What follows belongs to an exercise in optimizing a design on an open flow for small area, a short achievable clock period and few clock cycles per item; a production flow would make more cautious choices. Function was checked by simulation only, so behaviour that the tests miss may differ from the original.

==> flow/design.v (outline; a module is shown in full before it is edited, if it fits) <==
// module INV: 1569 lines
// module FA: 4 lines
// module FAX: 6 lines
// module XOR2: 3 lines
// module MAJ3: 3 lines
// module HA: 4 lines
module INV #(
    parameter DATA_W    = 32,
    parameter INT_BITS  = 8,
    parameter FRAC_BITS = 24,
    parameter N_ITER    = 3
)(
    input  wire                 clk,
    input  wire                 rstn,
    input  wire                 start,
    input  wire [DATA_W-1:0]    dd,      
    output wire [DATA_W-1:0]    q,       
    output reg                  done
);
  // ...
==> flow/flow/run.sh <==
#!/bin/bash
set -euo pipefail
cat >> config.mk <<'EOC'
export SETUP_SLACK_MARGIN = 6.5
EOC
bash standard.sh > standard_flow.log 2>&1
==> flow/standard.sh <==
#!/bin/bash
# synth_recipe.tcl (not shown) runs the flow's synth.tcl, then flattens the netlist and writes it again
# the make line also repeats each setting of config.mk as NAME=value (left out here)
make -C /OpenROAD-flow-scripts/flow DESIGN_CONFIG=/design/flow/config.mk WORK_HOME=/design/flow/orfs CLKGATE_MAP_FILE= SYNTH_SCRIPT=/design/flow/synth_recipe.tcl "${@:-finish}"
==> flow/config.mk <==
export PLATFORM = sky130hd
export DESIGN_NAME = INV
export DESIGN_NICKNAME = INV
export VERILOG_FILES = /design/flow/design.v
export SDC_FILE = /design/flow/constraint.sdc
export NUM_CORES = 4
export LEC_CHECK = 0
export ABC_AREA = 1
export CAP_MARGIN = 20
export CORE_MARGIN = 2
export CORE_UTILIZATION = 40
export SLEW_MARGIN = 20
export SYNTH_HIERARCHICAL = 1
export SYNTH_MINIMUM_KEEP_SIZE = 0
export SETUP_SLACK_MARGIN = 6.5
==> flow/constraint.sdc <==
create_clock -name core_clock -period 12.0 [get_ports {clk}]
set_input_delay 2.4000 -clock core_clock [delete_from_list [all_inputs] [get_ports {clk}]]
set_output_delay 2.4000 -clock core_clock [all_outputs]
set_load 0.01 [all_outputs]
==> key figures, run 1 <==
Yosys
  • Post-Syn Area: 0.0286 mm2
  • Mux contribution to synthesized area: 0.00490
  • Synth cell types: 43

Job
  • Max-Cap Viols: 0

Drt
  • Top routing layer in use: met4
  • Met3 wire length: 13800 um
  • TritonRoute pass-1 iters: 6
  • Drt total wl: 118000 um

STA
  • Hold Worst Slack: 515 ps
  • RSZ-0062 raised after global routing: true
  • Final hold viol count: 0
  • Finish-stage setup viols: 0
  • Final Skew: 11.3 ps

Worst setup path
  • R2R cell count: 23
  • Worst stage delay on the critical path: 610 ps
  • Worst path bufs/invs: 4
  • Levels on crit path: 23

Min path
  • Hold path startpoint: done
  • Hold Crit Class: reg2reg
  • Hold Path Cell Cnt: 2

Final layout
  • Seq area share: 0.0785
  • Bufs w/o clock: 248
  • Share of layout cells above drive strength 1: 0.228
  • Multi-input gate area: 0.0260 mm2
  • Fillers: 6695
  • Final instance area: 0.0350 mm2
  • Reg area: 0.00275 mm2

Outcome
  • Status: complete, no violations

Clock tree
  • CTS buffer count: 17
  • CTS tree: yes

Placed design
  • Post-Place Cell Area: 0.0300 mm2

GRT
  • Largest net degree at the start of global routing: 44
  • Met2 Track Usage GR: 0.488

Die
  • Die footprint: 0.0736 mm2
Testbench counts, summed over its fixed seeds: cycles 9,600, items 1,600.
==> inputs of run 2 (changes only) <==
--- a/flow/design.v
+++ b/flow/design.v
@@ -7,22 +7,23 @@
     input  wire                 clk,
     input  wire                 rstn,
     input  wire                 start,
     input  wire [DATA_W-1:0]    dd,      
     output wire [DATA_W-1:0]    q,       
     output reg                  done
 );
     localparam [31:0] TWO = 32'h0200_0000;
+    localparam [31:0] ONE = 32'h0100_0000;
     reg [2:0]  ph;      
-    reg [31:0] x;       
     reg [31:0] a;       
     reg [15:0] b_one, b_two, b_neg;    
     reg        tstep;   
-    wire [31:0] nb   = (ph == 3'd0) | (ph == 3'd2) ? dd : x;
+    wire [31:0] nb   = (ph == 3'd0) | (ph == 3'd2) ? dd :
+                       (ph == 3'd4) | (ph == 3'd5) ? ONE : a;
     wire        nneg = (ph == 3'd0) | (ph == 3'd2);
     wire [32:0] nbw  = {nb, 1'b0};
     wire [15:0] e_one, e_two, e_neg;
     genvar k;
     generate for (k = 0; k < 16; k = k + 1) begin : enc
         assign e_one[k] = nbw[2*k+1] ^ nbw[2*k];
         assign e_two[k] = (nbw[2*k+2] & ~nbw[2*k+1] & ~nbw[2*k]) |
                           (~nbw[2*k+2] & nbw[2*k+1] & nbw[2*k]);
@@ -1535,17 +1536,17 @@
     wire m1505, m1506;
     FA u_m1505 (.a(m1280), .b(m1393), .c(m1392), .s(m1505), .co(m1506));
     wire m1507, m1508;
     FA u_m1507 (.a(m1284), .b(m1395), .c(m1394), .s(m1507), .co(m1508));
     wire [55:0] s0 = {m1507, m1505, m1503, m1501, m1499, m1497, m1495, m1493, m1491, m1489, m1487, m1485, m1483, m1481, m1479, m1477, m1475, m1473, m1471, m1469, m1467, m1465, m1463, m1461, m1459, m1457, m1455, m1453, m1451, m1449, m1447, m1445, m1443, m1441, m1439, m1437, m1435, m1433, m1431, m1429, m1427, m1425, m1423, m1421, m1419, m1417, m1415, m1413, m1411, m1409, m1407, m1405, m1403, m1401, m1399, tstep};
     wire [55:0] s1 = {m1506, m1504, m1502, m1500, m1498, m1496, m1494, m1492, m1490, m1488, m1486, m1484, m1482, m1480, m1478, m1476, m1474, m1472, m1470, m1468, m1466, m1464, m1462, m1460, m1458, m1456, m1454, m1452, m1450, m1448, m1446, m1444, m1442, m1440, m1438, m1436, m1434, m1432, m1430, m1428, m1426, m1424, m1422, m1420, m1418, m1416, m1414, m1412, m1410, m1408, m1406, m1404, m1402, m1400, m1398, m1397};
     wire [55:0] p  = s0 + s1;
     wire [31:0] r  = p[55:24];
-    assign q = x;
+    assign q = a;
     always @(posedge clk or negedge rstn) begin
         if (!rstn) begin
             ph   <= 3'd0;
             done <= 1'b0;
         end else begin
             case (ph)
                 3'd0: if (start) ph <= 3'd1;
                 3'd4: begin ph <= 3'd5; done <= 1'b1; end
@@ -1555,21 +1556,16 @@
         end
     end
     always @(posedge clk) begin
         b_one <= e_one;
         b_two <= e_two;
         b_neg <= e_neg;
         tstep <= nneg;
         a     <= (ph == 3'd0) ? TWO - dd : r;
-        case (ph)
-            3'd0: x <= TWO - dd;
-            3'd2, 3'd4: x <= r;
-            default: ;
-        endcase
     end
 endmodule
 module FA (input a, input b, input c, output s, output co);
     assign s  = a ^ b ^ c;
     assign co = (a & b) | (a & c) | (b & c);
 endmodule
 module FAX (input a, input b, input c, output s, output co);
     wire t;
==> flow/run.sh (new file) <==
#!/bin/bash
# synth_recipe.tcl (not shown) runs the flow's synth.tcl, then flattens the netlist and writes it again
# the make line also repeats each setting of config.mk as NAME=value (left out here)
make -C /OpenROAD-flow-scripts/flow DESIGN_CONFIG=/design/flow/config.mk WORK_HOME=/design/flow/orfs CLKGATE_MAP_FILE= SYNTH_SCRIPT=/design/flow/synth_recipe.tcl finish
==> flow/config.mk (replaced) <==
export PLATFORM = sky130hd
export DESIGN_NAME = INV
export DESIGN_NICKNAME = INV
export VERILOG_FILES = /design/flow/design.v
export SDC_FILE = /design/flow/constraint.sdc
export NUM_CORES = 4
export LEC_CHECK = 0
export ABC_AREA = 1
export CAP_MARGIN = 20
export CORE_MARGIN = 2
export CORE_UTILIZATION = 40
export SETUP_SLACK_MARGIN = 5
export SLEW_MARGIN = 20
export SYNTH_HIERARCHICAL = 1
export SYNTH_MINIMUM_KEEP_SIZE = 0
removed: flow/flow/run.sh
removed: flow/standard.sh
==> run 2 against run 1 <==
Net effect:
- critical path depth fell by 4
- critical endpoint is now a[26]
- still clean on timing, DRC and antenna
- utilization fell by 6.7 points
- first-iteration DRC count fell by 17%
- fmax fell by 11%
- routed wire length fell by 1.5%
- highest routed layer unchanged
- via count fell by 4.5%
- count of clock-buffer cells in the layout fell by 9
- synthesized cell count fell by 3.9%
- design area fell by 17%
- synthesized area fell by 4.5%
==> key figures, run 2 <==
Yosys
  • Simple-gate share of the synthesized area: 0.141
  • Mux contribution to synthesized area: 0.00294 (-0.00197)
  • Post-synth EDFFs: 0
  • YS warnings: 7
  • Cells after Synth: 3397
  • Top cells by area, synth: fa_1 33%, xor2_1 16%, o22ai_1 12%, nand2_1 8.4%, dfxtp_1 5.9%
  • Ys async rst share: 0.0471
  • Post-synth top cells: 608 x nand2_1, 510 x xor2_1, 506 x o22ai_1, 450 x fa_1, 364 x inv_1
  • Top-area cell type share of the netlist area: 0.330
  • Mean post-synth cell area: 8.03 um2
  • Post-Syn Area: 0.0273 mm2 (-4.5%)
  • Post-Synth Adder-Cell Area: 0.377
  • Post-synthesis compound-gate area fraction: 0.150
  • Sequential element share of the synthesized area: 0.0631
  • Most frequent cell after synthesis: nand2_1
  • Number of synthesized register bits: 85
  • Largest area contributor in the netlist: fa_1
  • Main synth FF type: dfxtp_1
  • Synth cell types: 50 (+16%)
  • Main combinational cell family by area after synthesis: adder cells
  • Post-Synth XOR/XNOR Area: 0.171

STA
  • Max frequency: 148 MHz
  • Setup TNS: 0 ps
  • Period minus WS final: 6770 ps
  • Pins over their slew limit: 0
  • Final Skew: 15.5 ps (+4.28 ps)
  • Finish-stage setup viols: 0 (unchanged)
  • Worst-margin pin slew: 965 ps
  • Relative slew slack: 0.350
  • Hold Worst Slack: 517 ps (+1.71 ps)
  • Final hold viol count: 0 (unchanged)
  • Ratio of final minimum period to clock period: 0.564
  • RSZ-0062 raised after global routing: false
  • Post-route worst setup slack: 5230 ps

Final layout
  • Biggest register: a
  • Reg area: 0.00175 mm2 (-36%)
  • Non-Filler Instances: 4189
  • Commonest non-fill, non-tap cell in the layout: nand2_1
  • Fin nets: 3897
  • Antenna cell count: 0
  • Area delta synth->final: 6.48%
  • Most frequent cells in the layout: 608 x nand2_1, 510 x xor2_1, 506 x o22ai_1
  • Multi-input gate area: 0.0230 mm2 (-11%)
  • Share of layout cells above drive strength 1: 0.0600 (-0.168)
  • Fillers: 6765 (+1.0%)
  • Max FFs per register: 32
  • Final instance area: 0.0290 mm2 (-17%)
  • Final Util: 0.431

Die
  • Core ar.: 0.0674 mm2
  • Die footprint: 0.0703 mm2 (-4.5%)
  • FP Rows: 95
  • Starting Density: 0.405
  • Num ports: 68
  • Die X: 265 um
  • Die Ht: 265 um

GRT
  • Global-route wire length before repair: 171000 um
  • Largest net degree at the start of global routing: 46 (+4.5%)
  • Met1 usage: 0.430
  • All-Layer GR Usage: 0.329
  • GR Overflow Total: 0
  • Met3 GRT Util: 0.0829
  • Grt peak-use layer: met2
  • Initial antenna violation count: 1
  • Vias in the first global route: 26100
  • Met2 Track Usage GR: 0.508 (+0.0201)

Drt
  • Antenna viol nets, final: 0
  • Drt total wl: 116000 um (-1.5%)
  • DRC: 0
  • DR WL/cell: 27.8 um
  • Via count: 25600
  • DRT iter0 DRCs: 2753
  • TritonRoute pass-1 iters: 8 (+2)
  • Vias/cell: 6.11

Worst setup path
  • CP Data Arrival Time: 7020 ps
  • Setup crit start kind: flop
  • Setup CP Type: reg2reg
  • CP Data Required Time: 12250 ps
  • Crit Path Max Fanout: 27
  • Setup crit end kind: flop

Placed design
  • Pre-CTS setup slack: 5080 ps
  • Placed Instances: 4167
  • Post-DP HPWL: 80400 um
  • Buffers on Ports: 67
  • Post-Place Cell Area: 0.0286 mm2 (-4.6%)
  • RePlAce Congestion: 1.06

Clock tree
  • TritonCTS Sinks: 85
  • Number of buffers inserted by hold repair at cts: 0
  • CTS buffer count: 9 (-8)
  • Insertion delay to the later sink of the worst-skew pair: 360 ps
  • Reg clk slew, reported paths: 80 ps
  • CTS tree: yes
  • Root Buffer Master: clkbuf_16
  • Max Buffers Root-to-Sink: 2
  • H-tree depth: 3

Job
  • Max-Cap Viols: 0 (unchanged)

Outcome
  • Status: complete, no violations

Min path
  • Hold Crit Class: reg2reg
## run 2: changes by cell type after synthesis, moves of 19 or more
cell / before / now
edfxtp_1: 32 / 0
inv_1: 396 / 364
nand3_1: 128 / 106
o22ai_2: 0 / 19
o22ai_1: 485 / 506
buf_2: 19 / 53
clkbuf_1: 216 / 167
nand2_1: 683 / 608
xor2_1: 538 / 510
## run 2: area by class of cell
| type | instances | area share |
|---|---|---|
| Multi-Input combinational cell | 2666 | 0.793 |
| Sequential cell | 85 | 0.0601 |
| Inverter | 394 | 0.0517 |
| Timing Repair Buffer | 155 | 0.0465 |
| Tap cell | 873 | 0.0376 |
| Clock buffer | 9 | 0.00776 |
| Clock inverter | 7 | 0.00353 |
## run 2: path summary, 6_finish.rpt
check                               from  endpoint  slack (ps)  cells past startpoint
worst max-delay path            b_neg[1]     a[26]        5230                     19
worst min-delay path                done      done         520                      1
worst max register to register  b_neg[1]     a[26]        5230                     19
worst min register to register      done      done         520                      1
max in group asynchronous           rstn     ph[2]        9580                      1
min in group asynchronous           rstn     ph[1]        2240                      1
## run 2: repair_timing
item | in CTS | in global routing
resized for setup | 0 | 12
setup buffers | 0 | 6
setup endpoints to repair | 0 | 16
## run 2: cell families (layout without fill, tap and decap cells)
logic type / count (synthesis) / count (layout)
buffers and inverters: 658 / 565
XOR/XNOR: 532 / 532
AO/OA/AOI/OAI: 645 / 645
other: 1 / 13
multiplexers: 8 / 8
flip-flops: 85 / 85
AND/OR/NAND/NOR: 917 / 917
adder cells (fa/ha/maj): 551 / 551
## run 2: Yosys stat by module, one instance, submodules excluded
module | flip-flops and latches | area [um2] | times used
HA | 0 | 12.5 | 42
INV | 85 | 17700 | 1
FA | 0 | 20.0 | 450
## run 2: metal layers
layer	up-vias	part of all wire
met2	1792	0.43
met5	-	0
li1	10900	-
met4	0	0.061
met1	12500	0.39
met3	427	0.12
## run 2: critical path, cell delays in order (launching register included)
cell and delay [ps]:
dfxtp_2 600, buf_6 420, xor2_1 570, fa_1 540, fa_1 530, fa_1 570
fa_1 450, fa_1 580, fa_1 460, ha_1 530, nand2_1 170, nor2_1 250
nand2_1 170, nor3_1 280, and2_1 170, nand2_1 70, nand2_1 70, nand2_1 40
nand3_1 100, nand2_1 70
Testbench counts of run 2, summed over its fixed seeds: cycles 9,600, items 1,600.
==> inputs of run 3 (changes only) <==
--- a/flow/config.mk
+++ b/flow/config.mk
@@ -5,10 +5,10 @@
 export SDC_FILE = /design/flow/constraint.sdc
 export NUM_CORES = 4
 export LEC_CHECK = 0
-export ABC_AREA = 1
 export CAP_MARGIN = 20
 export CORE_MARGIN = 2
 export CORE_UTILIZATION = 40
+export PLACE_DENSITY = 0.7
 export SETUP_SLACK_MARGIN = 5
 export SLEW_MARGIN = 20
 export SYNTH_HIERARCHICAL = 1
==> run 3 against run 2 <==
Net effect:
- routed wire length down 20%
- sequential cell count unchanged
- die area fell by 6.5%
- sequential share of layout area grew 0.50 points
- worst setup slack lost 87 ps
- global-route usage fell by 5.1 points
- non-clock buffer count up 1
- utilization is essentially flat
- highest routed layer is now met5
==> key figures, run 3 <==
Yosys
  • Ys async rst share: 0.0471 (unchanged)
  • Main synth FF type: dfxtp_1
  • Most frequent cell after synthesis: xnor2_1
  • Post-synth top cells: 537 x xnor2_1, 496 x a22oi_1, 450 x fa_1, 258 x clkbuf_1, 167 x nand2_1
  • Mean post-synth cell area: 9.45 um2 (+18%)
  • Post-synth EDFFs: 0 (unchanged)
  • Cells after Synth: 2697 (-21%)
  • Top-area cell type share of the netlist area: 0.354 (+0.0232)
  • Largest area contributor in the netlist: fa_1
  • Synth cell types: 68 (+36%)
  • Post-Syn Area: 0.0255 mm2 (-6.6%)
  • Sequential element share of the synthesized area: 0.0676 (+0.00444)
  • Number of synthesized register bits: 85 (unchanged)
  • YS warnings: 7 (unchanged)
  • Top cells by area, synth: fa_1 35%, xnor2_1 18%, a22oi_1 15%, dfxtp_1 6.4%, ha_1 5.0%

Min path
  • Hold Crit Class: reg2reg
  • Hold path startpoint: a[3]
  • WHS Endpoint: b_neg[1]
  • Hold Path Cell Cnt: 2 (+1)

Die
  • Starting Density: 0.404 (-0.000719)
  • Core ar.: 0.0631 mm2 (-6.4%)
  • Die X: 256 um (-3.3%)
  • Die Ht: 256 um (-3.3%)
  • Die footprint: 0.0657 mm2 (-6.5%)
  • Num ports: 68 (unchanged)
  • FP Rows: 92 (-3.2%)

Final layout
  • Multi-input gate area: 0.0225 mm2 (-2.3%)
  • Share of layout cells above drive strength 1: 0.0646 (+0.00462)
  • Final instance area: 0.0272 mm2 (-6.4%)
  • Commonest non-fill, non-tap cell in the layout: xnor2_1
  • Antenna cell count: 0 (unchanged)
  • Biggest register: a
  • Area delta synth->final: 6.62%
  • Reg area: 0.00177 mm2 (+1.3%)
  • Most frequent cells in the layout: 537 x xnor2_1, 496 x a22oi_1, 450 x fa_1
  • Fin nets: 3134 (-20%)
  • Max FFs per register: 32 (unchanged)
  • Final Util: 0.431 (about the same)
  • Fillers: 6205 (-8.3%)

STA
  • Period minus WS final: 6860 ps (+87.3 ps)
  • Relative slew slack: 0.407 (+0.0569)
  • Post-route worst setup slack: 5140 ps (-87.3 ps)
  • Pins over their slew limit: 0 (unchanged)
  • Worst-margin pin slew: 889 ps (-75.1 ps)
  • Final Skew: 8.88 ps (-6.66 ps)
  • Hold Worst Slack: 487 ps (-29.8 ps)
  • Final hold viol count: 0 (unchanged)
  • Max frequency: 146 MHz (-1.3%)
  • Setup TNS: 0 ps (unchanged)
  • Ratio of final minimum period to clock period: 0.571 (+0.00727)
  • Finish-stage setup viols: 0 (unchanged)
  • RSZ-0062 raised after global routing: false

Clock tree
  • CTS buffer count: 9 (unchanged)
  • Reg clk slew, reported paths: 80 ps (about the same)
  • Max Buffers Root-to-Sink: 2 (unchanged)
  • Insertion delay to the later sink of the worst-skew pair: 350 ps (about the same)
  • Root Buffer Master: clkbuf_16
  • TritonCTS Sinks: 85 (unchanged)
  • Post-CTS Setup Inserts: 0 (unchanged)
  • CTS tree: yes
  • H-tree depth: 3 (unchanged)

Drt
  • DRT iter0 DRCs: 3316 (+20%)
  • DRC: 0 (unchanged)
  • DR WL/cell: 27.2 um (-1.9%)
  • Drt total wl: 92500 um (-20%)
  • Via count: 22400 (-13%)
  • TritonRoute pass-1 iters: 7 (-1)
  • Antenna viol nets, final: 0 (unchanged)
  • Vias/cell: 6.58 (+7.6%)

GRT
  • Global-route wire length before repair: 140000 um (-18%)
  • Initial antenna violation count: 0 (-1)
  • Vias in the first global route: 22900 (-12%)
  • Met3 GRT Util: 0.0930 (+0.0101)
  • All-Layer GR Usage: 0.278 (-0.0513)
  • Largest net degree at the start of global routing: 43 (-6.5%)
  • Met1 usage: 0.373 (-0.0569)
  • GR Overflow Total: 0 (unchanged)
  • Met2 Track Usage GR: 0.410 (-0.0976)
  • Grt peak-use layer: met2

Worst setup path
  • Worst path bufs/invs: 1 (unchanged)
  • CP Data Arrival Time: 7090 ps (+70 ps)
  • RR Startpoint: a[0]
  • Setup crit end kind: flop
  • Worst stage delay on the critical path: 700 ps (+100 ps)
  • Cell mode on critical path: fa_1
  • R2R cell count: 17 (-2)
  • CP top delay family: adder cells
  • Crit Path Max Fanout: 26 (-3.7%)
  • CP Data Required Time: 12230 ps (-20 ps)
  • Worst reg2reg endpoint: a[10]
  • Setup CP Type: reg2reg
  • CP cell instances: buf_4 -> a22oi_1 -> xnor2_1 -> fa_1 -> fa_1 -> fa_1 -> fa_1 -> fa_1 -> ha_1 -> a21oi_1 -> o21ai_0 -> a221oi_1 -> o21ai_0 -> a21oi_2 -> o21ai_0 -> xnor2_1 -> o21ai_0
  • Slowest cell on the critical path: dfxtp_1
  • Flop-to-flop setup slack: 5140 ps (-90 ps)
  • Setup crit start kind: flop

Placed design
  • Post-DP HPWL: 60300 um (-25%)
  • Buffers on Ports: 67 (unchanged)
  • RePlAce Congestion: 0.966 (-9.0%)
  • Post-Place Cell Area: 0.0267 mm2 (-6.7%)
  • Pre-CTS setup slack: 4910 ps (-171 ps)

Outcome
  • Status: complete, no violations

Job
  • Max-Cap Viols: 0 (unchanged)
## run 3: tightest hold or removal path: cells and delay by family (launching register included)
| family | cells | cell delay, ps |
|---|---|---|
| DFF | 1 | 330 |
| and+or+nand+nor | 1 | 60 |
| AOI/OAI and AO/OA | 1 | 60 |
## run 3: repair_timing
item	4_1_cts	5_1_grt
setup endpoints to repair	8	17
hold buffers	0	0
pin swaps	0	2
resized for setup	3	55
## run 3: worst max-delay path by stage
| stage | from | end | slack [ps] | cells past startpoint |
|---|---|---|---|---|
| floorplan | b_neg[1] | a[31] | 5700 | 19 |
| global placement | a[19] | a[28] | 5010 | 18 |
| detailed placement | a[17] | a[31] | 4910 | 18 |
| CTS | a[16] | a[28] | 5000 | 18 |
| global route | a[15] | a[28] | 4990 | 18 |
| finish | a[0] | a[10] | 5140 | 17 |
## run 3: layout make-up
class / count / area share
Clock buffer: 9 / 0.00829
Multi-Input combinational cell: 2274 / 0.828
Tap cell: 846 / 0.0390
Clock inverter: 7 / 0.00276
Inverter: 22 / 0.00304
Timing Repair Buffer: 156 / 0.0540
Sequential cell: 85 / 0.0651
## run 3: through the flow
stage / cells
global placement: 3383
global route: 3399
CTS: 3399
detailed placement: 3383
floorplan: 2709
finish: 3399
## run 3: kinds of logic after synthesis
group | synth area share
adders and majority gates | 0.403
AOI/OAI and AO/OA | 0.214
other | 0.000147
muxes | 0.000786
and+or+nand+nor | 0.0636
DFF | 0.0676
buffers and inverters | 0.0527
xor gates and xnor gates | 0.198
## run 3: layer usage
metal	share of wire	vias up	wire length, um
li1	-	9075	-
met1	0.38	11100	34800
met2	0.42	1898	39200
met3	0.15	348	14000
met4	0.049	2	4500
met5	0.00048	-	44
## run 3: Yosys stat by module (local to each module, per instance)
module	copies in the design	cells	flops+latches	area (um2)
HA	42	1	0	12.5
FA	450	1	0	20.0
INV	1	2205	85	15900
==> inputs of run 4 (changes only) <==
--- a/flow/config.mk
+++ b/flow/config.mk
@@ -7,8 +7,7 @@
 export LEC_CHECK = 0
 export CAP_MARGIN = 20
 export CORE_MARGIN = 2
-export CORE_UTILIZATION = 40
-export PLACE_DENSITY = 0.7
+export CORE_UTILIZATION = 30
 export SETUP_SLACK_MARGIN = 5
 export SLEW_MARGIN = 20
 export SYNTH_HIERARCHICAL = 1
==> run 4 against run 3 <==
Net effect:
- still clean
- critical path depth grew 1
- die area is 33% higher
- fmax is 0.51% higher
- design area rose by 1.5%
- critical endpoint is now a[31]
- largest cell class unchanged
==> key figures, run 4 <==
Worst setup path
  • Setup CP Type: reg2reg
  • CP Data Required Time: 12250 ps (+20 ps)
  • CP Data Arrival Time: 7070 ps (-20 ps)
  • RR Startpoint: b_one[2]
  • Crit Path Max Fanout: 33 (+27%)
  • Setup crit start kind: flop
  • Setup crit end kind: flop
  • R2R cell count: 18 (+1)
  • Flop-to-flop setup slack: 5180 ps (+30 ps)
  • Worst reg2reg endpoint: a[31]

STA
  • RSZ-0062 raised after global routing: false
  • Ratio of final minimum period to clock period: 0.568 (-0.00289)
  • Final Skew: 12.9 ps (+3.99 ps)
  • Max frequency: 147 MHz (+0.51%)
  • Worst-margin pin slew: 993 ps (+103 ps)
  • Setup TNS: 0 ps (unchanged)
  • Post-route worst setup slack: 5180 ps (+34.7 ps)
  • Pins over their slew limit: 0 (unchanged)
  • Period minus WS final: 6820 ps (-34.7 ps)
  • Final hold viol count: 0 (unchanged)
  • Relative slew slack: 0.337 (-0.0698)
  • Finish-stage setup viols: 0 (unchanged)

Die
  • Die X: 295 um (+15%)
  • Core ar.: 0.0838 mm2 (+33%)
  • Die Ht: 295 um (+15%)
  • FP Rows: 106 (+15%)
  • Num ports: 68 (unchanged)
  • Starting Density: 0.304 (-0.100)
  • Die footprint: 0.0873 mm2 (+33%)

Yosys
  • Most frequent cell after synthesis: xnor2_1
  • Sequential element share of the synthesized area: 0.0676 (unchanged)
  • Top-area cell type share of the netlist area: 0.354 (unchanged)
  • Post-Syn Area: 0.0255 mm2 (unchanged)
  • Cells after Synth: 2697 (unchanged)
  • Number of synthesized register bits: 85 (unchanged)
  • Post-synth EDFFs: 0 (unchanged)
  • Top cells by area, synth: fa_1 35%, xnor2_1 18%, a22oi_1 15%, dfxtp_1 6.4%, ha_1 5.0%
  • Synth cell types: 68 (unchanged)
  • YS warnings: 7 (unchanged)
  • Largest area contributor in the netlist: fa_1
  • Post-synth top cells: 537 x xnor2_1, 496 x a22oi_1, 450 x fa_1, 258 x clkbuf_1, 167 x nand2_1
  • Main synth FF type: dfxtp_1
  • Mean post-synth cell area: 9.45 um2 (unchanged)
  • Ys async rst share: 0.0471 (unchanged)

Clock tree
  • TritonCTS Sinks: 85 (unchanged)
  • CTS tree: yes
  • CTS buffer count: 9 (unchanged)
  • H-tree depth: 3 (unchanged)
  • Root Buffer Master: clkbuf_16
  • Number of buffers inserted by hold repair at cts: 0 (unchanged)
  • Insertion delay to the later sink of the worst-skew pair: 360 ps (about the same)
  • Reg clk slew, reported paths: 80 ps (about the same)
  • Max Buffers Root-to-Sink: 2 (unchanged)

Min path
  • Hold path startpoint: a[3]
  • Hold Path Cell Cnt: 2 (unchanged)
  • WHS Endpoint: b_neg[1]
  • Hold Crit Class: reg2reg

Placed design
  • Post-Place Cell Area: 0.0271 mm2 (+1.5%)
  • Buffers on Ports: 67 (unchanged)
  • Pre-CTS setup slack: 4880 ps (-31.5 ps)
  • Post-DP HPWL: 62900 um (+4.2%)
  • RePlAce Congestion: 0.994 (+2.9%)

Final layout
  • Antenna cell count: 0 (unchanged)
  • Biggest register: a
  • Max FFs per register: 32 (unchanged)
  • Reg area: 0.00177 mm2 (about the same)
  • Area delta synth->final: 8.21%
  • Final Util: 0.329 (-0.102)
  • Share of layout cells above drive strength 1: 0.0634 (-0.00127)
  • Most frequent cells in the layout: 537 x xnor2_1, 496 x a22oi_1, 450 x fa_1
  • Multi-input gate area: 0.0225 mm2 (about the same)
  • Fin nets: 3138 (+0.13%)
  • Fillers: 8713 (+40%)
  • Final instance area: 0.0276 mm2 (+1.5%)
  • Commonest non-fill, non-tap cell in the layout: xnor2_1

GRT
  • Initial antenna violation count: 0 (unchanged)
  • Vias in the first global route: 22900 (+0.048%)
  • Largest net degree at the start of global routing: 43 (unchanged)
  • Global-route wire length before repair: 148000 um (+5.9%)
  • GR Overflow Total: 0 (unchanged)
  • All-Layer GR Usage: 0.225 (-0.0528)

Outcome
  • Status: complete, no violations

Job
  • Max-Cap Viols: 0 (unchanged)

Drt
  • DRC: 0 (unchanged)
  • Antenna viol nets, final: 0 (unchanged)
  • Drt total wl: 97400 um (+5.3%)
  • DR WL/cell: 26.4 um (-3.0%)
  • TritonRoute pass-1 iters: 7 (unchanged)
  • Via count: 22200 (-0.96%)
  • Vias/cell: 6.00 (-8.8%)
  • DRT iter0 DRCs: 2937 (-11%)
==> run 4: through the flow <==
stage | hold slack [ps] | cells
2_1_floorplan | 512 | 2709
6_report | 514 | 3691
3_3_place_gp | 507 | 3675
3_5_place_dp | 512 | 3675
5_1_grt | 549 | 3691
4_1_cts | 509 | 3691
==> run 4: timing repair <==
action	4_1_cts	5_1_grt
buffers inserted	0	0
resized for setup	5	51
endpoints found under the setup margin	6	18
endpoints found under the hold margin	0	0
==> run 4: area by class of cell <==
cell class	instances	share of cell area
clock buffers	9	0.00817
clock inverters	7	0.00313
inverters	22	0.00299
multi-input cells	2274	0.815
flip-flops and latches	85	0.0642
well taps	1134	0.0515
repair buffers	160	0.0547
==> run 4: how the worst max path moves through the flow <==
stage          startpoint    end  slack, ps
2_1_floorplan    b_neg[1]  a[31]       5700
3_3_place_gp        a[25]  a[28]       4890
3_5_place_dp        a[25]  a[28]       4880
4_1_cts          b_neg[8]  a[28]       4970
5_1_grt          b_two[2]  a[31]       4980
6_report         b_one[2]  a[31]       5180
==> run 4: cell families after synthesis <==
family / after synthesis / synth area share
XOR/XNOR: 575 / 0.198
flip-flops: 85 / 0.0676
AND/OR/NAND/NOR: 354 / 0.0636
adder cells (fa/ha/maj): 551 / 0.403
buffers and inverters: 350 / 0.0527
multiplexers: 2 / 0.000786
other: 1 / 0.000147
AO/OA/AOI/OAI: 779 / 0.214
==> run 4: per-layer routing <==
layer,GRT usage,vias to the layer above,routed length [um],part of all wire
li1,-,9082,-,-
met1,0.317,11100,39300,0.40
met2,0.329,1709,41300,0.42
met3,0.0621,251,13300,0.14
met4,0.0752,0,3610,0.037
met5,0,-,0,0
==> run 4: worst max-delay path, stage by stage, from the launching register on <==
cell and delay, ps:
dfxtp_1 310, buf_4 430, a22oi_1 220, xnor2_1 210, fa_1 470, fa_1 520
fa_1 580, fa_1 460, fa_1 590, fa_1 430, ha_1 420, a21oi_1 260
o21ai_0 170, or4_1 670, o21ai_1 220, a211oi_1 160, o21ai_1 230, a21oi_1 100
o31a_1 270
==> run 4: Yosys stat by module (local to each module, per instance) <==
module  flip-flops and latches  copies in the design
FA                           0                   450
INV                         85                     1
HA                           0                    42
==> inputs of run 5 (changes only) <==
--- a/flow/config.mk
+++ b/flow/config.mk
@@ -7,7 +7,7 @@
 export LEC_CHECK = 0
 export CAP_MARGIN = 20
 export CORE_MARGIN = 2
-export CORE_UTILIZATION = 30
+export CORE_UTILIZATION = 40
 export SETUP_SLACK_MARGIN = 5
 export SLEW_MARGIN = 20
 export SYNTH_HIERARCHICAL = 1
==> run 5 against run 4 <==
Net effect:
- critical endpoint is now a[28]
- synthesized area did not move
- first-iteration DRC count grew 4.4%
- utilization is 10 points higher
- routed wire length up 5.1%
- design area fell by 1.3%
- highest routed layer unchanged
- critical path type unchanged
- register-to-register slack hardly changed
- largest cell class unchanged
- synthesized cell count did not move
- via count is 2.5% higher
==> key figures, run 5 <==
Clock tree
  • CTS buffer count: 9 (unchanged)
  • TritonCTS Sinks: 85 (unchanged)
  • Max Buffers Root-to-Sink: 2 (unchanged)
  • CTS tree: yes
  • Number of buffers inserted by hold repair at cts: 0 (unchanged)
  • Reg clk slew, reported paths: 70 ps (about the same)
  • Root Buffer Master: clkbuf_16
  • H-tree depth: 3 (unchanged)
  • Insertion delay to the later sink of the worst-skew pair: 360 ps (about the same)

Worst setup path
  • Worst Setup SP: a[10]
  • Slowest cell on the critical path: fa_1
  • Cell mode on critical path: fa_1
  • RR Startpoint: a[10]
  • Setup CP Type: reg2reg
  • Flop-to-flop setup slack: 5180 ps (about the same)
  • Worst reg2reg endpoint: a[28]
  • Setup crit end kind: flop
  • CP Data Required Time: 12250 ps (about the same)
  • Worst stage delay on the critical path: 600 ps (-70 ps)
  • Setup crit start kind: flop
  • CP Data Arrival Time: 7070 ps (about the same)
  • R2R cell count: 18 (unchanged)
  • End of the critical path: a[28]
  • CP cell instances: buf_4 -> a22oi_1 -> xnor2_1 -> ha_1 -> fa_1 -> fa_1 -> fa_1 -> fa_1 -> fa_1 -> ha_1 -> nand4_1 -> nor2_1 -> nor4b_1 -> a21oi_2 -> o31ai_4 -> nor2_1 -> o21a_1 -> o311a_1
  • Crit Path Max Fanout: 32 (-3.0%)

Placed design
  • Buffers on Ports: 67 (unchanged)
  • RePlAce Congestion: 0.977 (-1.7%)
  • Post-DP HPWL: 66100 um (+5.2%)

Die
  • Core ar.: 0.0631 mm2 (-25%)
  • Die X: 256 um (-13%)
  • FP Rows: 92 (-13%)
  • Die footprint: 0.0657 mm2 (-25%)
  • Num ports: 68 (unchanged)
  • Die Ht: 256 um (-13%)
  • Starting Density: 0.404 (+0.100)

Yosys
  • Largest area contributor in the netlist: fa_1
  • Cells after Synth: 2697 (unchanged)
  • Synth cell types: 68 (unchanged)
  • Number of synthesized register bits: 85 (unchanged)
  • Ys async rst share: 0.0471 (unchanged)
  • Main synth FF type: dfxtp_1
  • Post-synth top cells: 537 x xnor2_1, 496 x a22oi_1, 450 x fa_1, 258 x clkbuf_1, 167 x nand2_1
  • Top-area cell type share of the netlist area: 0.354 (unchanged)
  • Mean post-synth cell area: 9.45 um2 (unchanged)
  • Top cells by area, synth: fa_1 35%, xnor2_1 18%, a22oi_1 15%, dfxtp_1 6.4%, ha_1 5.0%
  • Post-Syn Area: 0.0255 mm2 (unchanged)
  • Most frequent cell after synthesis: xnor2_1
  • Sequential element share of the synthesized area: 0.0676 (unchanged)
  • YS warnings: 7 (unchanged)
  • Post-synth EDFFs: 0 (unchanged)

Min path
  • Hold Crit Class: reg2reg

Final layout
  • Biggest register: a
  • Most frequent cells in the layout: 537 x xnor2_1, 496 x a22oi_1, 450 x fa_1
  • Share of layout cells above drive strength 1: 0.0686 (+0.00527)
  • Area delta synth->final: 6.78%
  • Fin nets: 3132 (-0.19%)
  • Antenna cell count: 0 (unchanged)
  • Max FFs per register: 32 (unchanged)
  • Fillers: 6226 (-29%)
  • Commonest non-fill, non-tap cell in the layout: xnor2_1

GRT
  • Global-route wire length before repair: 154000 um (+3.9%)
  • All-Layer GR Usage: 0.310 (+0.0850)
  • GR Overflow Total: 0 (unchanged)
  • Largest net degree at the start of global routing: 43 (unchanged)
  • Vias in the first global route: 24300 (+5.8%)
  • Initial antenna violation count: 0 (unchanged)

STA
  • Ratio of final minimum period to clock period: 0.568 (about the same)
  • Hold Worst Slack: 571 ps (+57.6 ps)
  • Final Skew: 16.9 ps (+3.99 ps)
  • Final hold viol count: 0 (unchanged)
  • Setup TNS: 0 ps (unchanged)
  • Max frequency: 147 MHz (about the same)
  • Period minus WS final: 6820 ps (-4.29 ps)
  • Relative slew slack: 0.366 (+0.0285)
  • Finish-stage setup viols: 0 (unchanged)
  • Worst-margin pin slew: 951 ps (-41.4 ps)
  • Pins over their slew limit: 0 (unchanged)
  • RSZ-0062 raised after global routing: false

Drt
  • TritonRoute pass-1 iters: 6 (-1)
  • DR WL/cell: 30.2 um (+14%)
  • Drt total wl: 102000 um (+5.1%)
  • DRT iter0 DRCs: 3065 (+4.4%)
  • Via count: 22700 (+2.5%)
  • Vias/cell: 6.69 (+11%)
  • DRC: 0 (unchanged)
  • Antenna viol nets, final: 0 (unchanged)

Job
  • Max-Cap Viols: 0 (unchanged)

Outcome
  • Status: complete, no violations
-- run 5: cell count changes in the layout (fill, tap and decap cells not counted), moves of 2 or more --
cell,change
inv_8,-2
dfxtp_2,+15
buf_8,-2
dfxtp_1,-19
buf_4,-10
buf_6,+6
clkinv_4,+2
dfxtp_4,+4
inv_6,-2
-- run 5: how the worst min path moves through the flow --
stage	startpoint	endpoint	slack (ps)	cells after the start
after floorplan	ph[0]	ph[0]	510	1
after global placement	a[9]	b_neg[4]	520	2
after detailed placement	a[9]	b_neg[4]	530	2
after CTS	a[9]	b_neg[4]	550	2
after global routing	a[9]	b_neg[4]	620	2
final	a[9]	b_neg[4]	570	2
-- run 5: critical path: cells and delay by family (launching register included) --
| kind | cells | cell delay (ps) |
|---|---|---|
| xor gates and xnor gates | 1 | 180 |
| adders and majority gates | 7 | 3440 |
| buffers and inverters | 1 | 590 |
| DFF | 1 | 470 |
| AOI/OAI and AO/OA | 5 | 1200 |
| and+or+nand+nor | 4 | 830 |
-- run 5: per-stage QoR --
step / std cells / instance area, um2 / utilization / worst slack (ps)
2_1_floorplan: 2709 / 25500 / - / 5700
3_3_place_gp: 3381 / 26700 / 0.423 / 4670
3_5_place_dp: 3381 / 26700 / 0.423 / 4830
4_1_cts: 3396 / 27000 / 0.428 / 4940
5_1_grt: 3396 / 27200 / 0.431 / 5010
6_report: 3396 / 27200 / 0.431 / 5180
-- run 5: repair_timing --
action | in CTS | in global routing
setup buffers | 0 | 0
pin swaps | 0 | 1
resized for setup | 11 | 64
setup endpoints to repair | 9 | 21
-- run 5: routing by layer --
layer  global-route usage  vias to the layer above  wire [um]
met5                    0                        -          0
met4                0.135                        0       4420
met3               0.0906                      344      13700
met2                0.466                     1856      45000
met1                0.414                    11400      39200
li1                     -                     9058          -
-- run 5: cell type report --
| type | instances | area, um2 | share of cell area |
|---|---|---|---|
| repair buffers | 154 | 1470 | 0.0540 |
| clock buffers | 11 | 243 | 0.00892 |
| flip-flops and latches | 85 | 1800 | 0.0663 |
| inverters | 22 | 82.6 | 0.00304 |
| multi-input cells | 2274 | 22500 | 0.827 |
| clock inverters | 4 | 56.3 | 0.00207 |
| well taps | 846 | 1060 | 0.0389 |
-- run 5: cells by family after synthesis --
logic type / after synthesis / synth area share
AOI/OAI and AO/OA: 779 / 0.214
xor gates and xnor gates: 575 / 0.198
adders and majority gates: 551 / 0.403
and+or+nand+nor: 354 / 0.0636
buffers and inverters: 350 / 0.0527
DFF: 85 / 0.0676
muxes: 2 / 0.000786
other: 1 / 0.000147
-- run 5: per-module statistics from Yosys, one instance, submodules excluded --
module / cell area [um2] / times used / flip-flops and latches / cells
INV: 15900 / 1 / 85 / 2205
FA: 20.0 / 450 / 0 / 1
HA: 12.5 / 42 / 0 / 1
==> inputs of run 6 (changes only) <==
==> flow/flow/run.sh (new file) <==
#!/bin/bash
set -euo pipefail
cat >> config.mk <<'EOC'
export SETUP_SLACK_MARGIN = 6.0
EOC
bash standard.sh > standard_flow.log 2>&1
==> flow/standard.sh (new file) <==
#!/bin/bash
# synth_recipe.tcl (not shown) runs the flow's synth.tcl, then flattens the netlist and writes it again
# the make line also repeats each setting of config.mk as NAME=value (left out here)
make -C /OpenROAD-flow-scripts/flow DESIGN_CONFIG=/design/flow/config.mk WORK_HOME=/design/flow/orfs CLKGATE_MAP_FILE= SYNTH_SCRIPT=/design/flow/synth_recipe.tcl "${@:-finish}"
--- a/flow/config.mk
+++ b/flow/config.mk
@@ -5,10 +5,11 @@
 export SDC_FILE = /design/flow/constraint.sdc
 export NUM_CORES = 4
 export LEC_CHECK = 0
+export ABC_AREA = 1
 export CAP_MARGIN = 20
 export CORE_MARGIN = 2
 export CORE_UTILIZATION = 40
-export SETUP_SLACK_MARGIN = 5
 export SLEW_MARGIN = 20
 export SYNTH_HIERARCHICAL = 1
 export SYNTH_MINIMUM_KEEP_SIZE = 0
+export SETUP_SLACK_MARGIN = 6.0
removed: flow/run.sh
==> run 6 against run 5 <==
Net effect:
- design area rose by 14%
- fmax rose by 14%
- sequential cell count did not move
- critical path depth increased by 4
- clock skew is 2.0 ps lower
- synthesized area rose by 7.0%
- non-clock buffer count is 35 higher
- largest cell class unchanged
- utilization grew 2.9 points
- critical endpoint is now a[19]
- hold slack got worse by 54 ps
- highest routed layer unchanged
- sequential share of layout area down 0.81 points
- register-to-register slack better by 820 ps
==> key figures, run 6 <==
Clock tree
  • Number of buffers inserted by hold repair at cts: 0 (unchanged)
  • CTS buffer count: 9 (unchanged)
  • H-tree depth: 3 (unchanged)
  • Root Buffer Master: clkbuf_16
  • Insertion delay to the later sink of the worst-skew pair: 370 ps (about the same)
  • Max Buffers Root-to-Sink: 2 (unchanged)
  • TritonCTS Sinks: 85 (unchanged)
  • Reg clk slew, reported paths: 80 ps (about the same)
  • CTS tree: yes

Drt
  • Drt total wl: 120000 um (+17%)
  • Antenna viol nets, final: 0 (unchanged)
  • DRT iter0 DRCs: 3068 (+0.098%)
  • DRC: 0 (unchanged)
  • TritonRoute pass-1 iters: 7 (+1)
  • Via count: 26000 (+14%)
  • DR WL/cell: 28.3 um (-6.2%)
  • Vias/cell: 6.15 (-8.0%)

Final layout
  • Fin nets: 3931 (+26%)
  • Max FFs per register: 32 (unchanged)
  • Biggest register: a
  • Most frequent cells in the layout: 594 x nand2_1, 493 x xor2_1, 469 x o22ai_1
  • Reg area: 0.00181 mm2 (+0.14%)
  • Multi-input gate area: 0.0239 mm2 (+6.1%)
  • Share of layout cells above drive strength 1: 0.118 (+0.0493)
  • Commonest non-fill, non-tap cell in the layout: nand2_1
  • Area delta synth->final: 13.7%
  • Non-Filler Instances: 4224 (+24%)
  • Fillers: 6535 (+5.0%)

Yosys
  • Most frequent cell after synthesis: nand2_1
  • Cells after Synth: 3397 (+26%)
  • Synth cell types: 50 (-26%)
  • Top cells by area, synth: fa_1 33%, xor2_1 16%, o22ai_1 12%, nand2_1 8.4%, dfxtp_1 5.9%
  • Ys async rst share: 0.0471 (unchanged)
  • Top-area cell type share of the netlist area: 0.330 (-0.0232)
  • YS warnings: 7 (unchanged)
  • Largest area contributor in the netlist: fa_1
  • Post-synth EDFFs: 0 (unchanged)
  • Mean post-synth cell area: 8.03 um2 (-15%)
  • Sequential element share of the synthesized area: 0.0631 (-0.00444)
  • Post-synth top cells: 608 x nand2_1, 510 x xor2_1, 506 x o22ai_1, 450 x fa_1, 364 x inv_1
  • Post-Syn Area: 0.0273 mm2 (+7.0%)
  • Main synth FF type: dfxtp_1
  • Number of synthesized register bits: 85 (unchanged)

STA
  • Setup TNS: 0 ps (unchanged)
  • RSZ-0062 raised after global routing: true
  • Final hold viol count: 0 (unchanged)
  • Max frequency: 167 MHz (+14%)
  • Ratio of final minimum period to clock period: 0.499 (-0.0687)
  • Final Skew: 14.9 ps (-2.00 ps)
  • Period minus WS final: 5990 ps (-824 ps)
  • Worst-margin pin slew: 918 ps (-33.4 ps)
  • Finish-stage setup viols: 0 (unchanged)
  • Relative slew slack: 0.387 (+0.0214)
  • Pins over their slew limit: 0 (unchanged)

Worst setup path
  • CP top delay family: adder cells
  • Setup CP Type: reg2reg
  • CP Data Required Time: 12250 ps (about the same)
  • Worst Setup SP: a[16]
  • RR Startpoint: a[16]
  • Cell mode on critical path: fa_1
  • Worst stage delay on the critical path: 680 ps (+80 ps)
  • CP Data Arrival Time: 6240 ps (-830 ps)
  • Slowest cell on the critical path: fa_1
  • Worst path bufs/invs: 3 (+2)
  • CP cell instances: clkinvlp_4 -> buf_12 -> o22ai_1 -> xor2_1 -> fa_1 -> fa_1 -> fa_1 -> fa_1 -> fa_1 -> fa_1 -> ha_4 -> nand2_2 -> nor2_2 -> inv_1 -> nor2_2 -> nand2_1 -> nor2_1 -> nand2_1 -> nand3_1 -> nand2_1 -> nand3_1 -> nand2_1
  • Setup crit end kind: flop
  • Crit Path Max Fanout: 16 (-50%)
  • Flop-to-flop setup slack: 6010 ps (+820 ps)
  • Setup crit start kind: flop

GRT
  • Vias in the first global route: 26200 (+7.9%)
  • Global-route wire length before repair: 172000 um (+12%)
  • Largest net degree at the start of global routing: 46 (+7.0%)
  • GR Overflow Total: 0 (unchanged)
  • Initial antenna violation count: 1 (+1)
  • All-Layer GR Usage: 0.331 (+0.0210)

Die
  • Die X: 265 um (+3.4%)
  • Core ar.: 0.0674 mm2 (+6.8%)
  • Num ports: 68 (unchanged)
  • Die footprint: 0.0703 mm2 (+6.9%)
  • FP Rows: 95 (+3.3%)
  • Starting Density: 0.405 (+0.000719)
  • Die Ht: 265 um (+3.4%)

Job
  • Max-Cap Viols: 0 (unchanged)

Placed design
  • Buffers on Ports: 67 (unchanged)
  • Placed Instances: 4167 (+23%)
  • Post-DP HPWL: 80400 um (+22%)
  • RePlAce Congestion: 1.06 (+8.6%)

Min path
  • Hold path startpoint: done
  • Hold Crit Class: reg2reg

Outcome
  • Status: complete, no violations
-- run 6: cell count changes after synthesis, moves of 19 or more --
cell / change
o21ai_0: -51
o22ai_1: +500
xnor2_1: -515
xor2_1: +472
nor2_1: +61
clkbuf_1: -91
nand2_1: +441
a21oi_1: -25
o22ai_2: +19
nand3_1: +67
buf_2: +48
inv_1: +342
buf_1: -22
a22oi_1: -495
-- run 6: path summary, 6_finish.rpt --
kind / depth (start not counted) / end
min in group asynchronous: 1 / ph[1]
max reg2reg: 22 / a[19]
max: 22 / a[19]
max in group asynchronous: 1 / ph[2]
min: 1 / done
min reg2reg: 1 / done
-- run 6: what timing repair did --
item / in CTS / in global routing
gates cloned: 1 / 8
gates resized for setup: 152 / 239
endpoints found under the setup margin: 32 / 31
pin swaps: 1 / 50
buffers inserted: 11 / 20
-- run 6: final cells by class --
cell class | instances | share of cell area
Tap cell | 873 | 0.0352
Clock buffer | 9 | 0.00726
Inverter | 394 | 0.0500
Clock inverter | 7 | 0.00331
Multi-Input combinational cell | 2666 | 0.770
Antenna cell | 1 | 0.0000807
Timing Repair Buffer | 189 | 0.0762
Sequential cell | 85 | 0.0583
-- run 6: through the flow --
stage	util	setup slack [ps]	hold slack (ps)	instance area [um2]
6_report	0.460	6010	517	31000
5_1_grt	0.460	5910	536	31000
4_1_cts	0.440	6000	527	29700
3_5_place_dp	0.425	5080	509	28600
3_3_place_gp	0.425	5040	504	28600
2_1_floorplan	-	6390	544	27300
-- run 6: logic make-up after synthesis --
group | synth area share
simple gates | 0.141
buf+inv | 0.0945
compound gates | 0.150
fa+ha+maj | 0.377
xor+xnor | 0.171
flops | 0.0631
mux | 0.00294
other cells | 0.000137
-- run 6: Yosys stat by module (local to each module, per instance) --
module  cells  flops+latches
INV      2905             85
FA          1              0
HA          1              0
-- run 6: metal layers --
metal	up-vias	share of wire	track usage	wire length, um
met1	12700	0.38	0.427	45400
met4	0	0.060	0.184	7200
met3	415	0.13	0.0907	15000
li1	11000	-	-	-
met2	1898	0.43	0.502	51800
met5	-	0	0.00208	0
==> inputs of run 7 (changes only) <==
--- a/flow/config.mk
+++ b/flow/config.mk
@@ -5,7 +5,6 @@
 export SDC_FILE = /design/flow/constraint.sdc
 export NUM_CORES = 4
 export LEC_CHECK = 0
-export ABC_AREA = 1
 export CAP_MARGIN = 20
 export CORE_MARGIN = 2
 export CORE_UTILIZATION = 40
==> run 7 against run 6 <==
Net effect:
- fmax decreased by 3.4%
- clock skew increased by 2.8 ps
- sequential share of layout area increased by 0.31 points
- routed wire length decreased by 5.1%
==> key figures, run 7 <==
Outcome
  • Status: complete, no violations

Yosys
  • Top-area cell type share of the netlist area: 0.354 (+0.0232)
  • Mean post-synth cell area: 9.45 um2 (+18%)
  • Synth cell types: 68 (+36%)
  • Top cells by area, synth: fa_1 35%, xnor2_1 18%, a22oi_1 15%, dfxtp_1 6.4%, ha_1 5.0%
  • Number of synthesized register bits: 85 (unchanged)
  • Post-Syn Area: 0.0255 mm2 (-6.6%)
  • Cells after Synth: 2697 (-21%)
  • Post-synth EDFFs: 0 (unchanged)
  • YS warnings: 7 (unchanged)
  • Main synth FF type: dfxtp_1
  • Post-synth top cells: 537 x xnor2_1, 496 x a22oi_1, 450 x fa_1, 258 x clkbuf_1, 167 x nand2_1
  • Ys async rst share: 0.0471 (unchanged)
  • Largest area contributor in the netlist: fa_1
  • Sequential element share of the synthesized area: 0.0676 (+0.00444)
  • Most frequent cell after synthesis: xnor2_1

STA
  • Final hold viol count: 0 (unchanged)
  • Post-route worst setup slack: 5800 ps (-211 ps)
  • Max frequency: 161 MHz (-3.4%)
  • Worst-margin pin slew: 815 ps (-103 ps)
  • Final Skew: 17.7 ps (+2.81 ps)
  • RSZ-0062 raised after global routing: true
  • Ratio of final minimum period to clock period: 0.517 (+0.0176)
  • Relative slew slack: 0.456 (+0.0686)
  • Period minus WS final: 6200 ps (+211 ps)
  • Finish-stage setup viols: 0 (unchanged)
  • Setup TNS: 0 ps (unchanged)
  • Pins over their slew limit: 0 (unchanged)

Worst setup path
  • Flop-to-flop setup slack: 5800 ps (-210 ps)
  • Crit Path Max Fanout: 4 (-12)
  • CP Data Arrival Time: 6470 ps (+230 ps)
  • Setup crit start kind: flop
  • Setup CP Type: reg2reg
  • Setup crit end kind: flop
  • R2R cell count: 21 (-4.5%)
  • CP Data Required Time: 12260 ps (about the same)
  • Worst reg2reg endpoint: a[31]
  • RR Startpoint: a[22]

Clock tree
  • H-tree depth: 3 (unchanged)
  • Max Buffers Root-to-Sink: 2 (unchanged)
  • Reg clk slew, reported paths: 80 ps (about the same)
  • Insertion delay to the later sink of the worst-skew pair: 370 ps (about the same)
  • Root Buffer Master: clkbuf_16
  • Number of buffers inserted by hold repair at cts: 0 (unchanged)
  • TritonCTS Sinks: 85 (unchanged)
  • CTS tree: yes
  • CTS buffer count: 9 (unchanged)

Min path
  • WHS Endpoint: done
  • Hold path startpoint: done
  • Hold Path Cell Cnt: 2 (+1)
  • Hold Crit Class: reg2reg

Final layout
  • Non-Filler Instances: 3538 (-16%)
  • Max FFs per register: 32 (unchanged)
  • Area delta synth->final: 21.2%
  • Most frequent cells in the layout: 525 x xnor2_1, 451 x a22oi_1, 425 x fa_1
  • Commonest non-fill, non-tap cell in the layout: xnor2_1
  • Biggest register: a
  • Fin nets: 3269 (-17%)
  • Share of layout cells above drive strength 1: 0.179 (+0.0610)
  • Final Util: 0.490 (+0.0296)
  • Final instance area: 0.0309 mm2 (-0.39%)

Placed design
  • Post-DP HPWL: 66100 um (-18%)
  • Post-Place Cell Area: 0.0267 mm2 (-6.6%)
  • Placed Instances: 3387 (-19%)
  • RePlAce Congestion: 0.988 (-6.9%)
  • Buffers on Ports: 67 (unchanged)
  • Pre-CTS setup slack: 4650 ps (-435 ps)

Drt
  • Via count: 24200 (-7.0%)
  • DRC: 0 (unchanged)
  • TritonRoute pass-1 iters: 10 (+3)
  • Drt total wl: 113000 um (-5.1%)
  • DRT iter0 DRCs: 3909 (+27%)
  • Antenna viol nets, final: 0 (unchanged)
  • DR WL/cell: 32.1 um (+13%)
  • Vias/cell: 6.83 (+11%)

Job
  • Max-Cap Viols: 0 (unchanged)

GRT
  • GR Overflow Total: 0 (unchanged)
  • Largest net degree at the start of global routing: 43 (-6.5%)
  • Global-route wire length before repair: 165000 um (-3.8%)
  • All-Layer GR Usage: 0.337 (+0.00626)
  • Vias in the first global route: 25000 (-4.5%)
  • Initial antenna violation count: 3 (+2)

Die
  • Num ports: 68 (unchanged)
  • Die X: 256 um (-3.3%)
  • Die Ht: 256 um (-3.3%)
  • Core ar.: 0.0631 mm2 (-6.4%)
  • Die footprint: 0.0657 mm2 (-6.5%)
  • FP Rows: 92 (-3.2%)
  • Starting Density: 0.404 (-0.000719)
## run 7: cell types whose count changed after synthesis, moves of 61 or more
cell      previous run  this run
nor2_1             119        58
inv_1              364        22
nand3_1            106        39
clkbuf_1           167       258
xor2_1             510        38
xnor2_1             22       537
o22ai_1            506         6
nand2_1            608       167
a22oi_1              1       496
## run 7: stage by stage
stage	hold slack [ps]
6_report	562
5_1_grt	603
4_1_cts	571
3_5_place_dp	537
3_3_place_gp	531
2_1_floorplan	512
## run 7: area by class of cell
class | count | area (um2)
flip-flops and latches | 85 | 1890
repair buffers | 291 | 4120
well taps | 846 | 1060
multi-input cells | 2274 | 23400
inverters | 22 | 82.6
fillers | 5782 | 32200
clock inverters | 4 | 55.1
diodes | 4 | 10.0
clock buffers | 12 | 246
## run 7: worst max-delay path by stage
stage / from / endpoint / slack [ps] / cells past startpoint
after floorplan: a[23] / a[31] / 5970 / 20
after global placement: b_one[3] / a[31] / 4810 / 18
after detailed placement: b_one[3] / a[26] / 4650 / 18
after CTS: b_one[6] / a[26] / 5970 / 20
after global routing: a[21] / a[31] / 5640 / 19
final: a[22] / a[31] / 5800 / 21
## run 7: kinds of logic after synthesis
group | synth area share
flip-flops | 0.0676
XOR/XNOR | 0.198
buffers and inverters | 0.0527
other | 0.000147
multiplexers | 0.000786
AO/OA/AOI/OAI | 0.214
AND/OR/NAND/NOR | 0.0636
adder cells (fa/ha/maj) | 0.403
## run 7: modules after synthesis, one instance, submodules excluded
module,cell area [um2],flops+latches
FA,20.0,0
HA,12.5,0
INV,15900,85
## run 7: worst max-delay path, stage by stage (launching register included)
cell and delay (ps):
dfxtp_4 400, buf_12 150, buf_12 120, buf_4 130, a22oi_2 170, xnor2_2 140, fa_1 480, fa_1 510
fa_1 570, fa_1 470, fa_1 530, fa_1 470, ha_4 320, nand4_1 190, nor2_2 190, nand3_1 150
nor2_2 190, o21ai_4 90, a211oi_2 310, o21ai_2 100, and3_1 170, o31a_1 230
## run 7: what timing repair did
item	CTS	global route
setup buffers	66	33
gates cloned	28	4
pin swaps	73	118
gates resized for setup	309	146
setup endpoints to repair	32	25
## run 7: layer usage
| layer | track usage | part of all wire | vias to the layer above |
|---|---|---|---|
| li1 | - | - | 9363 |
| met1 | 0.439 | 0.36 | 12100 |
| met2 | 0.487 | 0.42 | 2177 |
| met3 | 0.124 | 0.16 | 514 |
| met4 | 0.173 | 0.062 | 6 |
| met5 | 0.0110 | 0.0012 | - |
==> inputs of run 8 (changes only) <==
==> flow/flow/run.sh (replaced) <==
#!/bin/bash
set -euo pipefail
cat >> config.mk <<'EOC'
export SETUP_SLACK_MARGIN = 5.3
EOC
bash standard.sh > standard_flow.log 2>&1
--- a/flow/config.mk
+++ b/flow/config.mk
@@ -11,4 +11,4 @@
 export SLEW_MARGIN = 20
 export SYNTH_HIERARCHICAL = 1
 export SYNTH_MINIMUM_KEEP_SIZE = 0
-export SETUP_SLACK_MARGIN = 6.0
+export SETUP_SLACK_MARGIN = 5.3
==> run 8 against run 7 <==
Net effect:
- synthesized area unchanged
- highest routed layer is now met4
- still clean
- die area stayed put
- critical path depth shrank 4
- critical endpoint unchanged
==> key figures, run 8 <==
Clock tree
  • Number of buffers inserted by hold repair at cts: 0 (unchanged)
  • CTS buffer count: 9 (unchanged)
  • CTS tree: yes
  • H-tree depth: 3 (unchanged)
  • Insertion delay to the later sink of the worst-skew pair: 360 ps (about the same)
  • TritonCTS Sinks: 85 (unchanged)
  • Root Buffer Master: clkbuf_16
  • Max Buffers Root-to-Sink: 2 (unchanged)
  • Reg clk slew, reported paths: 80 ps (about the same)

STA
  • Setup TNS: 0 ps (unchanged)
  • Final Skew: 14.2 ps (-3.46 ps)
  • Pins over their slew limit: 0 (unchanged)
  • Finish-stage setup viols: 0 (unchanged)
  • Worst-margin pin slew: 941 ps (+126 ps)
  • Ratio of final minimum period to clock period: 0.544 (+0.0272)
  • Final hold viol count: 0 (unchanged)
  • Period minus WS final: 6530 ps (+327 ps)
  • RSZ-0062 raised after global routing: true
  • Relative slew slack: 0.373 (-0.0827)
  • Max frequency: 153 MHz (-5.0%)

Die
  • Core ar.: 0.0631 mm2 (unchanged)
  • Starting Density: 0.404 (unchanged)
  • Die Ht: 256 um (unchanged)
  • Die footprint: 0.0657 mm2 (unchanged)
  • Die X: 256 um (unchanged)
  • FP Rows: 92 (unchanged)
  • Num ports: 68 (unchanged)

Final layout
  • Area delta synth->final: 8.18%
  • Non-Filler Instances: 3402 (-3.8%)
  • Commonest non-fill, non-tap cell in the layout: xnor2_1
  • Share of layout cells above drive strength 1: 0.0755 (-0.103)
  • Fin nets: 3138 (-4.0%)
  • Biggest register: a
  • Max FFs per register: 32 (unchanged)
  • Fillers: 6190 (+7.1%)
  • Most frequent cells in the layout: 537 x xnor2_1, 495 x a22oi_1, 449 x fa_1
  • Antenna cell count: 0 (-4)

Yosys
  • Sequential element share of the synthesized area: 0.0676 (unchanged)
  • Post-synth EDFFs: 0 (unchanged)
  • Synth cell types: 68 (unchanged)
  • Top cells by area, synth: fa_1 35%, xnor2_1 18%, a22oi_1 15%, dfxtp_1 6.4%, ha_1 5.0%
  • Mean post-synth cell area: 9.45 um2 (unchanged)
  • Post-synth top cells: 537 x xnor2_1, 496 x a22oi_1, 450 x fa_1, 258 x clkbuf_1, 167 x nand2_1
  • Ys async rst share: 0.0471 (unchanged)
  • Most frequent cell after synthesis: xnor2_1
  • Largest area contributor in the netlist: fa_1
  • Main synth FF type: dfxtp_1
  • Cells after Synth: 2697 (unchanged)
  • YS warnings: 7 (unchanged)
  • Number of synthesized register bits: 85 (unchanged)
  • Top-area cell type share of the netlist area: 0.354 (unchanged)
  • Post-Syn Area: 0.0255 mm2 (unchanged)

Outcome
  • Status: complete, no violations

Drt
  • Via count: 22800 (-5.5%)
  • DR WL/cell: 30.3 um (-5.6%)
  • DRT iter0 DRCs: 3318 (-15%)
  • Antenna viol nets, final: 0 (unchanged)
  • DRC: 0 (unchanged)
  • Drt total wl: 103000 um (-9.2%)
  • Vias/cell: 6.71 (-1.7%)
  • TritonRoute pass-1 iters: 8 (-2)

GRT
  • Vias in the first global route: 24300 (-2.9%)
  • Initial antenna violation count: 0 (-3)
  • Largest net degree at the start of global routing: 43 (unchanged)
  • GR Overflow Total: 0 (unchanged)
  • Global-route wire length before repair: 154000 um (-6.7%)
  • All-Layer GR Usage: 0.310 (-0.0270)

Worst setup path
  • Setup crit start kind: flop
  • Crit Path Max Fanout: 20 (+16)
  • CP cell instances: buf_4 -> xnor2_1 -> fa_1 -> fa_1 -> fa_1 -> fa_1 -> fa_1 -> ha_1 -> a21o_1 -> a21o_1 -> a21oi_1 -> o21bai_1 -> a31oi_1 -> o21ai_0 -> o21ai_1 -> a21oi_1 -> o31a_1
  • CP Data Required Time: 12250 ps (about the same)
  • CP Data Arrival Time: 6780 ps (+310 ps)
  • CP top delay family: adder cells
  • Setup CP Type: reg2reg
  • RR Startpoint: b_neg[11]
  • Worst path bufs/invs: 1 (-2)
  • Worst stage delay on the critical path: 790 ps (+220 ps)
  • Slowest cell on the critical path: dfxtp_2
  • Worst Setup SP: b_neg[11]
  • Cell mode on critical path: fa_1
  • Setup crit end kind: flop

Min path
  • Hold path startpoint: ph[0]
  • Hold Crit Class: reg2reg

Placed design
  • Post-DP HPWL: 66100 um (about the same)
  • RePlAce Congestion: 0.977 (-1.1%)
  • Buffers on Ports: 67 (unchanged)
  • Placed Instances: 3381 (-0.18%)

Job
  • Max-Cap Viols: 0 (unchanged)
## run 8: repair_timing
item | CTS | global route
gates cloned | 0 | 2
pin swaps | 0 | 3
resized for setup | 55 | 105
setup buffers | 0 | 4
setup endpoints to repair | 23 | 23
## run 8: Yosys stat by module (local to each module, per instance)
module	cells	copies in the design	flip-flops and latches	cell area [um2]
FA	1	450	0	20.0
HA	1	42	0	12.5
INV	2205	1	85	15900
## run 8: cells by family after synthesis
| family | synth area share |
|---|---|
| compound gates | 0.214 |
| xor+xnor | 0.198 |
| fa+ha+maj | 0.403 |
| buf+inv | 0.0527 |
| flops | 0.0676 |
| mux | 0.000786 |
| other cells | 0.000147 |
| simple gates | 0.0636 |
## run 8: metal layers
metal,share of wire,vias up,track usage
li1,-,9086,-
met1,0.38,11400,0.416
met2,0.43,1934,0.465
met3,0.14,370,0.0871
met4,0.047,0,0.139
met5,0,-,0
## run 8: final timing paths
path | to | slack, ps | depth (start not counted)
max | a[31] | 5470 | 17
min | ph[0] | 580 | 1
max reg2reg | a[31] | 5470 | 17
min reg2reg | ph[0] | 580 | 1
max in group asynchronous | done | 9570 | 1
min in group asynchronous | ph[1] | 2250 | 1
## run 8: layout make-up
type | instances | area (um2) | share of cell area
tap | 846 | 1060 | 0.0384
clock inverter | 4 | 56.3 | 0.00204
timing repair buffer | 160 | 1750 | 0.0636
clock buffer | 11 | 243 | 0.00881
inverter | 22 | 82.6 | 0.00300
multi-input combinational | 2274 | 22500 | 0.818
sequential | 85 | 1830 | 0.0663
## run 8: metrics by stage
stage | area [um2] | utilization | setup slack (ps) | hold WS, ps
floorplan | 25500 | - | 5700 | 512
global placement | 26700 | 0.423 | 4670 | 522
detailed placement | 26700 | 0.423 | 4830 | 531
CTS | 27100 | 0.430 | 5300 | 545
global route | 27600 | 0.437 | 5240 | 620
finish | 27600 | 0.437 | 5470 | 576

[separate check: timing with driven ports]
In the flow no input, the clock included, has a driving cell. The finished layouts below were timed again as built, in two steps.
Step 1 assumes that a clkbuf_16 drives the clock port and a buf_2 every other input.
Step 2 also shifts input and output timing later by t, the mid clock arrival at the registers, as if the neighbouring blocks saw the same clock.
Three values: ideal, step 1, step 2; two values: the first two.
run	t (ns)	slack for setup (ns)	worst setup path at the end	worst register clock-pin slew, ns
run 1	0.490	5.968 / 5.968 / 5.968	register to register	0.07 / 0.07
run 2	0.409	5.231 / 5.231 / 5.231	register to register	0.08 / 0.08
run 3	0.396	5.144 / 5.144 / 5.144	register to register	0.08 / 0.08
run 4	0.394	5.179 / 5.179 / 5.179	register to register	0.08 / 0.08
run 5	0.398	5.183 / 5.183 / 5.183	register to register	0.08 / 0.08
run 6	0.413	6.007 / 6.007 / 6.007	register to register	0.08 / 0.08
run 7	0.402	5.796 / 5.796 / 5.796	register to register	0.08 / 0.08
run 8	0.394	5.470 / 5.470 / 5.470	register to register	0.08 / 0.08
After both steps every run listed still meets setup and hold.
